Context: an optimization exercise on an open-source flow, tuned for small area and a short achievable clock period. The choices shown serve that exercise and are no tape-out recipe.
Where RTL was checked, it was by simulation tests only, not by an equivalence proof against the original.

// elidon_core
module elidon_core(
  input         clock,
  input         reset,
  output [15:0] imem_addr,
  input  [15:0] imem_rdata,
  output [15:0] dmem_addr,
  output        dmem_read,
  output        dmem_write,
  output [15:0] dmem_wdata,
  input  [15:0] dmem_rdata
);
Settings: LEC_CHECK=0, ABC_AREA=1, CAP_MARGIN=20, CORE_MARGIN=2, CORE_UTILIZATION=40, CTS_BUF_LIST=sky130_fd_sc_hd__clkbuf_8 sky130_fd_sc_hd__clkbuf_16, CTS_CLUSTER_DIAMETER=100, CTS_CLUSTER_SIZE=20, PLACE_DENSITY=0.7, SLEW_MARGIN=20; clock period 32.0 ns.
standard.sh (not shown) runs the stock make flow with config.mk's settings and CLKGATE_MAP_FILE= SYNTH_SCRIPT=/design/flow/synth_recipe.tcl, a recipe that flattens the netlist after the stock synthesis.
==> flow/flow/run.sh <==
#!/bin/bash
# Layout flow: the standard flow (standard.sh: the standard synthesis and the ORFS
# steps, unchanged), run whole, with two optimisation settings passed to ORFS's make:
set -euo pipefail
cd "$(dirname "$0")/.."
bash standard.sh SETUP_SLACK_MARGIN=23 "BUFFER_PORTS_ARGS=-buffer_cell sky130_fd_sc_hd__buf_4" finish > standard_flow.log 2>&1
The starting point finished clean.
Then changed:
--- a/flow/design.v
+++ b/flow/design.v
@@ -25,22 +25,23 @@
   reg         d_jr;
   reg         d_z;
   reg  [7:0] d_rem;
   reg  [7:0] d_qhi;
   reg  [7:0] d_alo;
   reg  [15:0] d_ub;
   reg         d_sa;
   reg         d_sb;
   reg  [17:0] d_t3;
   reg  [15:0] e_res;
   reg         e_neg;
+  reg         e_lo;
   reg  [15:0] e_rdsv;
   reg         e_wb;
   reg         e_st;
   reg         e_ld;
   reg  [15:0] m_wv;
   wire [3:0]  op = d_ins[15:12];
   wire        op_c = op == 4'hc;
   wire        op_d = op == 4'hd;
   wire        op_e = op == 4'he;
   wire        op_f = op == 4'hf;
   wire        br_en = d_jmp | (d_bez & d_z);
@@ -261,39 +262,45 @@
       4'h9: alu = added;
       4'ha: alu = {d_ins[7:0], d_rs1[7:0]};
       4'hb: alu = {d_rs1[15:8], d_ins[7:0]};
       4'hd: alu = 16'h0;
       default: alu = d_tgt;
     endcase
   end
   always @(posedge clock) begin
     if (reset) begin
       e_res  <= 16'h0;
       e_neg  <= 1'b0;
+      e_lo   <= 1'b0;
       e_rdsv <= 16'h0;
       e_wb   <= 1'b0;
       e_st   <= 1'b0;
       e_ld   <= 1'b0;
     end else begin
       e_res  <= alu;
+      e_lo   <= |alu[7:0];
       e_neg  <= is_div & ~b_zero & (d_sa ^ d_sb);
       e_rdsv <= (op == 4'h9) ? d_rs1 : {12'h0, d_ins[11:8]};
       e_wb   <= ~((op == 4'h9) | op_f | op_d | op_c);
       e_st   <= op == 4'h9;
       e_ld   <= op == 4'h8;
     end
   end
   wire [15:0] below;
   assign below[0] = 1'b0;
   generate
     for (gi = 1; gi < 16; gi = gi + 1) begin : g_below
-      assign below[gi] = |e_res[gi-1:0];
+      if (gi <= 8) begin : g_lo
+        assign below[gi] = |e_res[gi-1:0];
+      end else begin : g_hi
+        assign below[gi] = e_lo | (|e_res[gi-1:8]);
+      end
     end
   endgenerate
   assign dmem_addr  = e_res ^ (below & {16{e_neg}});
   assign dmem_read  = e_ld;
   assign dmem_write = e_st;
   assign dmem_wdata = e_rdsv;
   always @(posedge clock) begin
     m_wv <= e_rdsv;
   end
 endmodule
Critical path depth goes down by 5.
Fmax hardly moves.
Wire length goes up by 1.1%.
Via count goes up by about 1%.
Die area goes up by 1.2%.
Non-clock buffer count goes down by 13.
Setup slack gains 0.011 ns.
Synthesized area goes up by about 1.2%.
Utilization goes down by 0.76 points.
Hold slack loses 0.013 ns.
Final cell count goes up by 2.2%.

---

== the previous run ==
Another version of the RTL of elidon_core (not shown whole).
Size: about 3,600 cells after synthesis, ~510 flip-flops, about 84 I/O pins, about 36,000 um2 of cells after synthesis.
Design elidon_core, start of the top module:
module elidon_core(
  input         clock,
  input         reset,
  output [15:0] imem_addr,
  input  [15:0] imem_rdata,
  output [15:0] dmem_addr,
  output        dmem_read,
  output        dmem_write,
  output [15:0] dmem_wdata,
  input  [15:0] dmem_rdata
);
clock: 32.0 ns
lec_check: 0
cap_margin: 20
core_margin: 2
core_utilization: 40
slew_margin: 20
==> flow/flow/run.sh <==
#!/bin/bash
set -euo pipefail
cd "$(dirname "$0")/.."
bash standard.sh SETUP_SLACK_MARGIN=22 finish > standard_flow.log 2>&1
The previous run went all the way through the flow, and no timing, DRC or antenna check failed.
What the current run does differently from the previous run at the input level:
--- a/flow/design.v
+++ b/flow/design.v
@@ -3,34 +3,30 @@
   input         reset,
   output [15:0] imem_addr,
   input  [15:0] imem_rdata,
   output [15:0] dmem_addr,
   output        dmem_read,
   output        dmem_write,
   output [15:0] dmem_wdata,
   input  [15:0] dmem_rdata
 );
-  reg  [15:0] pc2;
+  reg  [15:0] pcReg;
   reg  [15:0] f_ins;
   reg  [15:0] f_rA;
   reg  [15:0] f_rB;
   reg         f_hitA;
   reg         f_hitB;
   reg  [15:0] w_last;
   reg  [255:0] rf;
   reg  [15:0] d_ins;
   reg  [15:0] d_rs1;
   reg  [15:0] d_rs2;
   reg  [15:0] d_tgt;
-  reg         d_jmp;
-  reg         d_bez;
-  reg         d_jr;
-  reg         d_z;
   reg  [7:0] d_rem;
   reg  [7:0] d_qhi;
   reg  [7:0] d_alo;
   reg  [15:0] d_ub;
   reg         d_sa;
   reg         d_sb;
   reg  [17:0] d_t3;
   reg  [15:0] e_res;
   reg         e_neg;
@@ -39,24 +35,25 @@
   reg         e_wb;
   reg         e_st;
   reg         e_ld;
   reg  [15:0] m_wv;
   wire [3:0]  op = d_ins[15:12];
   wire        op_c = op == 4'hc;
   wire        op_d = op == 4'hd;
   wire        op_e = op == 4'he;
   wire        op_f = op == 4'hf;
-  wire        br_en = d_jmp | (d_bez & d_z);
-  wire [15:0] br_pc = d_jr ? d_rs1 : d_tgt;
-  assign imem_addr = br_en ? br_pc : pc2;
-  always @(posedge clock) begin
-    if (reset) pc2 <= 16'h0;
-    else pc2 <= imem_addr + 16'h2;
+  wire        rs1_zero = d_rs1 == 16'h0;
+  wire        br_en = op_d | op_e | op_f | (op_c & rs1_zero);
+  wire [15:0] br_pc = (op_d | op_e) ? d_rs1 : d_tgt;
+  assign imem_addr = br_en ? br_pc : pcReg + 16'h2;
+  always @(posedge clock) begin
+    if (reset) pcReg <= 16'hfffe;
+    else pcReg <= imem_addr;
     f_ins <= imem_rdata;
   end
   wire [3:0]  f_op = f_ins[15:12];
   wire [3:0]  ra = imem_rdata[15] ? imem_rdata[7:4] : imem_rdata[11:8];
   wire [3:0]  rb = imem_rdata[3:0];
   wire [15:0] rA = f_hitA ? w_last : f_rA;
   wire [15:0] rB = f_hitB ? w_last : f_rB;
   wire [15:0] wb_data = e_ld ? dmem_rdata : m_wv;
   wire [3:0]  wb_addr = e_rdsv[3:0];
@@ -71,20 +68,20 @@
     end
   endgenerate
   always @(posedge clock) begin
     f_rA   <= rf[ra*16 +: 16];
     f_rB   <= rf[rb*16 +: 16];
     f_hitA <= reset | (wb_en & (wb_addr == ra));
     f_hitB <= reset | (wb_en & (wb_addr == rb));
     w_last <= wb_d;
   end
-  wire [15:0] f_offm2 = (f_op == 4'hc) ? {{8{f_ins[7]}}, f_ins[7:0]} - 16'h2 :
-                        (f_op == 4'he) ? 16'h0 : {{4{f_ins[11]}}, f_ins[11:0]} - 16'h2;
+  wire [15:0] f_off = (f_op == 4'hc) ? {{8{f_ins[7]}}, f_ins[7:0]} :
+                      (f_op == 4'he) ? 16'h2 : {{4{f_ins[11]}}, f_ins[11:0]};
   wire        sa = rA[15];
   wire        sb = rB[15];
   wire [15:0] ua1 = sa ? 16'h0 - rA : rA;
   wire [15:0] nb = rB ^ {16{sb}};
   wire [15:0] ub = nb + {15'h0, sb};
   wire [17:0] t3 = {2'b0, ub} + {1'b0, ub, 1'b0};
   wire [1:0] r0_x = ua1[15:14];
   wire [2:0] r0_s1 = {1'b0, r0_x[1:0]} - {1'b0, ub[1:0]};
   wire r0_g1 = (ub[15:2] == 14'h0) & ~r0_s1[2];
@@ -127,23 +124,19 @@
   wire r3_g3 = (t3[17:8] == 10'h0) & ~r3_s3[8];
   wire [1:0] r3_q = {r3_g2, r3_g3 | (r3_g1 & ~r3_g2)};
   wire [7:0] r3_r = r3_g3 ? r3_s3[7:0] : r3_g2 ? {r3_s2[6:0], r3_x[0]} :
                        r3_g1 ? r3_s1[7:0] : r3_x;
   wire [7:0] r3_ro = r3_r[7:0];
   always @(posedge clock) begin
     d_ins <= f_ins;
     d_rs1 <= rA;
     d_rs2 <= rB;
-    d_tgt <= pc2 + f_offm2;
-    d_jmp <= (f_op == 4'hd) | (f_op == 4'he) | (f_op == 4'hf);
-    d_bez <= f_op == 4'hc;
-    d_jr  <= (f_op == 4'hd) | (f_op == 4'he);
-    d_z   <= rA == 16'h0;
+    d_tgt <= pcReg + f_off;
     d_rem <= r3_ro;
     d_qhi <= {r0_q, r1_q, r2_q, r3_q};
     d_alo <= ua1[7:0];
     d_ub  <= ub;
     d_sa  <= sa;
     d_sb  <= sb;
     d_t3  <= t3;
   end
   wire [9:0] r4_x = {d_rem[7:0], d_alo[7:6]};
[summary]
| xor and xnor area share after synthesis | the current run vs the previous run | 0.28 points lower |
Comparing the previous run and the current run, the lower worst setup timing slack at the placement stage was measured on the previous run.
Taking the previous run as the reference, in the current run final design instance area without fill lower, worst slew slack as a fraction of its limit went up by 0.64 points, maximum cell stage delay along the critical path increased by 0.07 ns relative to the old numbers, via count of the first global-routing pass shows a reduction of 928.
For the previous run, only the layout was checked, not whether the RTL still works.

---

Another version of the RTL of elidon_core (not shown whole).
For scale: about 4700 cells after synthesis, ~84 I/O pins, about 0.037 mm^2 of cells after synthesis.
==> flow/config.mk <==
export PLATFORM = sky130hd
export DESIGN_NAME = elidon_core
export DESIGN_NICKNAME = elidon_core
export VERILOG_FILES = /design/flow/design.v
export SDC_FILE = /design/flow/constraint.sdc
export NUM_CORES = 4
export LEC_CHECK = 0
export ABC_AREA = 1
export CAP_MARGIN = 20
export CORE_MARGIN = 2
export CORE_UTILIZATION = 40
export CTS_BUF_LIST = sky130_fd_sc_hd__clkbuf_4 sky130_fd_sc_hd__clkbuf_8
export CTS_CLUSTER_SIZE = 30
export SLEW_MARGIN = 20
==> flow/constraint.sdc <==
create_clock -name core_clock -period 32.0 [get_ports {clock}]
set_input_delay 6.4000 -clock core_clock [delete_from_list [all_inputs] [get_ports {clock}]]
set_output_delay 6.4000 -clock core_clock [all_outputs]
set_load 0.01 [all_outputs]
Scripts as last shown in full above: flow/flow/run.sh
Next try:
--- a/flow/design.v
+++ b/flow/design.v
@@ -2,61 +2,58 @@
   input         clock,
   input         reset,
   output [15:0] imem_addr,
   input  [15:0] imem_rdata,
   output [15:0] dmem_addr,
   output        dmem_read,
   output        dmem_write,
   output [15:0] dmem_wdata,
   input  [15:0] dmem_rdata
 );
-  reg  [15:0] pc2;
+  reg  [15:0] pcReg;
   reg  [15:0] f_ins;
   reg  [15:0] f_rA;
   reg  [15:0] f_rB;
   reg         f_hitA;
   reg         f_hitB;
   reg  [15:0] w_last;
   reg  [255:0] rf;
   reg  [15:0] d_ins;
   reg  [15:0] d_rs1;
   reg  [15:0] d_rs2;
   reg  [15:0] d_tgt;
-  reg         d_jmp;
-  reg         d_bez;
-  reg         d_jr;
-  reg         d_z;
   reg  [7:0] d_rem;
   reg  [7:0] d_qhi;
   reg  [7:0] d_alo;
   reg  [15:0] d_ub;
   reg         d_sa;
   reg         d_sb;
   reg  [17:0] d_t3;
   reg  [15:0] e_res;
   reg         e_neg;
   reg  [15:0] e_rdsv;
   reg         e_wb;
   reg         e_st;
   reg         e_ld;
   reg  [15:0] m_wv;
   wire [3:0]  op = d_ins[15:12];
   wire        op_c = op == 4'hc;
   wire        op_d = op == 4'hd;
   wire        op_e = op == 4'he;
   wire        op_f = op == 4'hf;
-  wire        br_en = d_jmp | (d_bez & d_z);
-  wire [15:0] br_pc = d_jr ? d_rs1 : d_tgt;
-  assign imem_addr = br_en ? br_pc : pc2;
-  always @(posedge clock) begin
-    if (reset) pc2 <= 16'h0;
-    else pc2 <= imem_addr + 16'h2;
+  wire        rs1_zero = d_rs1 == 16'h0;
+  wire        br_en = op_d | op_e | op_f | (op_c & rs1_zero);
+  wire [15:0] br_pc = (op_d | op_e) ? d_rs1 : d_tgt;
+  assign imem_addr = br_en ? br_pc : pcReg + 16'h2;
+  always @(posedge clock) begin
+    if (reset) pcReg <= 16'hfffe;
+    else pcReg <= imem_addr;
     f_ins <= imem_rdata;
   end
   wire [3:0]  f_op = f_ins[15:12];
   wire [3:0]  ra = imem_rdata[15] ? imem_rdata[7:4] : imem_rdata[11:8];
   wire [3:0]  rb = imem_rdata[3:0];
   wire [15:0] rA = f_hitA ? w_last : f_rA;
   wire [15:0] rB = f_hitB ? w_last : f_rB;
   wire [15:0] wb_data = e_ld ? dmem_rdata : m_wv;
   wire [3:0]  wb_addr = e_rdsv[3:0];
   wire        wb_en = e_ld | e_wb;
@@ -69,22 +66,22 @@
       end
     end
   endgenerate
   always @(posedge clock) begin
     f_rA   <= rf[ra*16 +: 16];
     f_rB   <= rf[rb*16 +: 16];
     f_hitA <= reset | (wb_en & (wb_addr == ra));
     f_hitB <= reset | (wb_en & (wb_addr == rb));
     w_last <= wb_d;
   end
-  wire [15:0] f_offm2 = (f_op == 4'hc) ? {{8{f_ins[7]}}, f_ins[7:0]} - 16'h2 :
-                        (f_op == 4'he) ? 16'h0 : {{4{f_ins[11]}}, f_ins[11:0]} - 16'h2;
+  wire [15:0] f_off = (f_op == 4'hc) ? {{8{f_ins[7]}}, f_ins[7:0]} :
+                      (f_op == 4'he) ? 16'h2 : {{4{f_ins[11]}}, f_ins[11:0]};
   wire        sa = rA[15];
   wire        sb = rB[15];
   wire [15:0] ua1 = sa ? 16'h0 - rA : rA;
   wire [15:0] nb = rB ^ {16{sb}};
   wire [15:0] ub = nb + {15'h0, sb};
   wire [17:0] t3 = {2'b0, ub} + {1'b0, ub, 1'b0};
   wire [1:0] r0_x = ua1[15:14];
   wire [2:0] r0_s1 = {1'b0, r0_x[1:0]} - {1'b0, ub[1:0]};
   wire r0_g1 = (ub[15:2] == 14'h0) & ~r0_s1[2];
   wire [1:0] r0_s2 = {1'b0, r0_x[1:1]} - {1'b0, ub[0:0]};
@@ -125,25 +122,21 @@
   wire [8:0] r3_s3 = {1'b0, r3_x} - {1'b0, t3[7:0]};
   wire r3_g3 = (t3[17:8] == 10'h0) & ~r3_s3[8];
   wire [1:0] r3_q = {r3_g2, r3_g3 | (r3_g1 & ~r3_g2)};
   wire [7:0] r3_r = r3_g3 ? r3_s3[7:0] : r3_g2 ? {r3_s2[6:0], r3_x[0]} :
                        r3_g1 ? r3_s1[7:0] : r3_x;
   wire [7:0] r3_ro = r3_r[7:0];
   always @(posedge clock) begin
     d_ins <= f_ins;
     d_rs1 <= rA;
     d_rs2 <= rB;
-    d_tgt <= pc2 + f_offm2;
-    d_jmp <= (f_op == 4'hd) | (f_op == 4'he) | (f_op == 4'hf);
-    d_bez <= f_op == 4'hc;
-    d_jr  <= (f_op == 4'hd) | (f_op == 4'he);
-    d_z   <= rA == 16'h0;
+    d_tgt <= pcReg + f_off;
     d_rem <= r3_ro;
     d_qhi <= {r0_q, r1_q, r2_q, r3_q};
     d_alo <= ua1[7:0];
     d_ub  <= ub;
     d_sa  <= sa;
     d_sb  <= sb;
     d_t3  <= t3;
   end
   wire [9:0] r4_x = {d_rem[7:0], d_alo[7:6]};
   wire [10:0] r4_s1 = {1'b0, r4_x[9:0]} - {1'b0, d_ub[9:0]};
- The new run finished clean
- global-route usage hardly moves
- synthesized area falls by 0.61%
- routed wire length goes up by 0.36%
- final area is lower by 0.55%
- register-to-register slack is worse by 0.02 ns
For the second run of this note, only the layout was checked, not whether the RTL still works.

==> afterwards: timing with drivers on the ports <==
Ports are ideal in the flow. The routed layouts listed here were re-timed in OpenROAD.
Step 1 sets driving cells, clkbuf_16 on the clock port and buf_2 on the other inputs (assumed; they add their load-dependent delay and slew).
Step 2 also shifts input and output timing later by t, the mid clock arrival at the registers, as if the neighbouring blocks saw the same clock.
a / b / c = ideal ports / drivers / drivers and shift; a / b = the first two.
| run | t (ns) | setup WS [ns] | slew at the worst register clock pin (ns) |
|---|---|---|---|
| the first run of note 1 | 0.683 | 23.206 / 23.144 / 22.688 | 0.09 / 0.09 |
| the second run of note 1 | 0.671 | 23.217 / 23.156 / 22.651 | 0.09 / 0.09 |
| the previous run | 0.665 | 21.991 / 21.991 / 21.894 | 0.07 / 0.07 |
| the current run | 0.676 | 21.952 / 21.952 / 21.912 | 0.07 / 0.07 |
| the first run of note 3 | 0.782 | 22.468 / 22.407 / 21.878 | 0.07 / 0.07 |
| the second run of note 3 | 0.762 | 22.235 / 22.175 / 21.942 | 0.07 / 0.07 |
After both steps setup and hold are still met in every run listed. The setup slack of the first run of note 3, which loses most, moves by -0.061 ns with the drivers and by -0.590 ns with both steps.
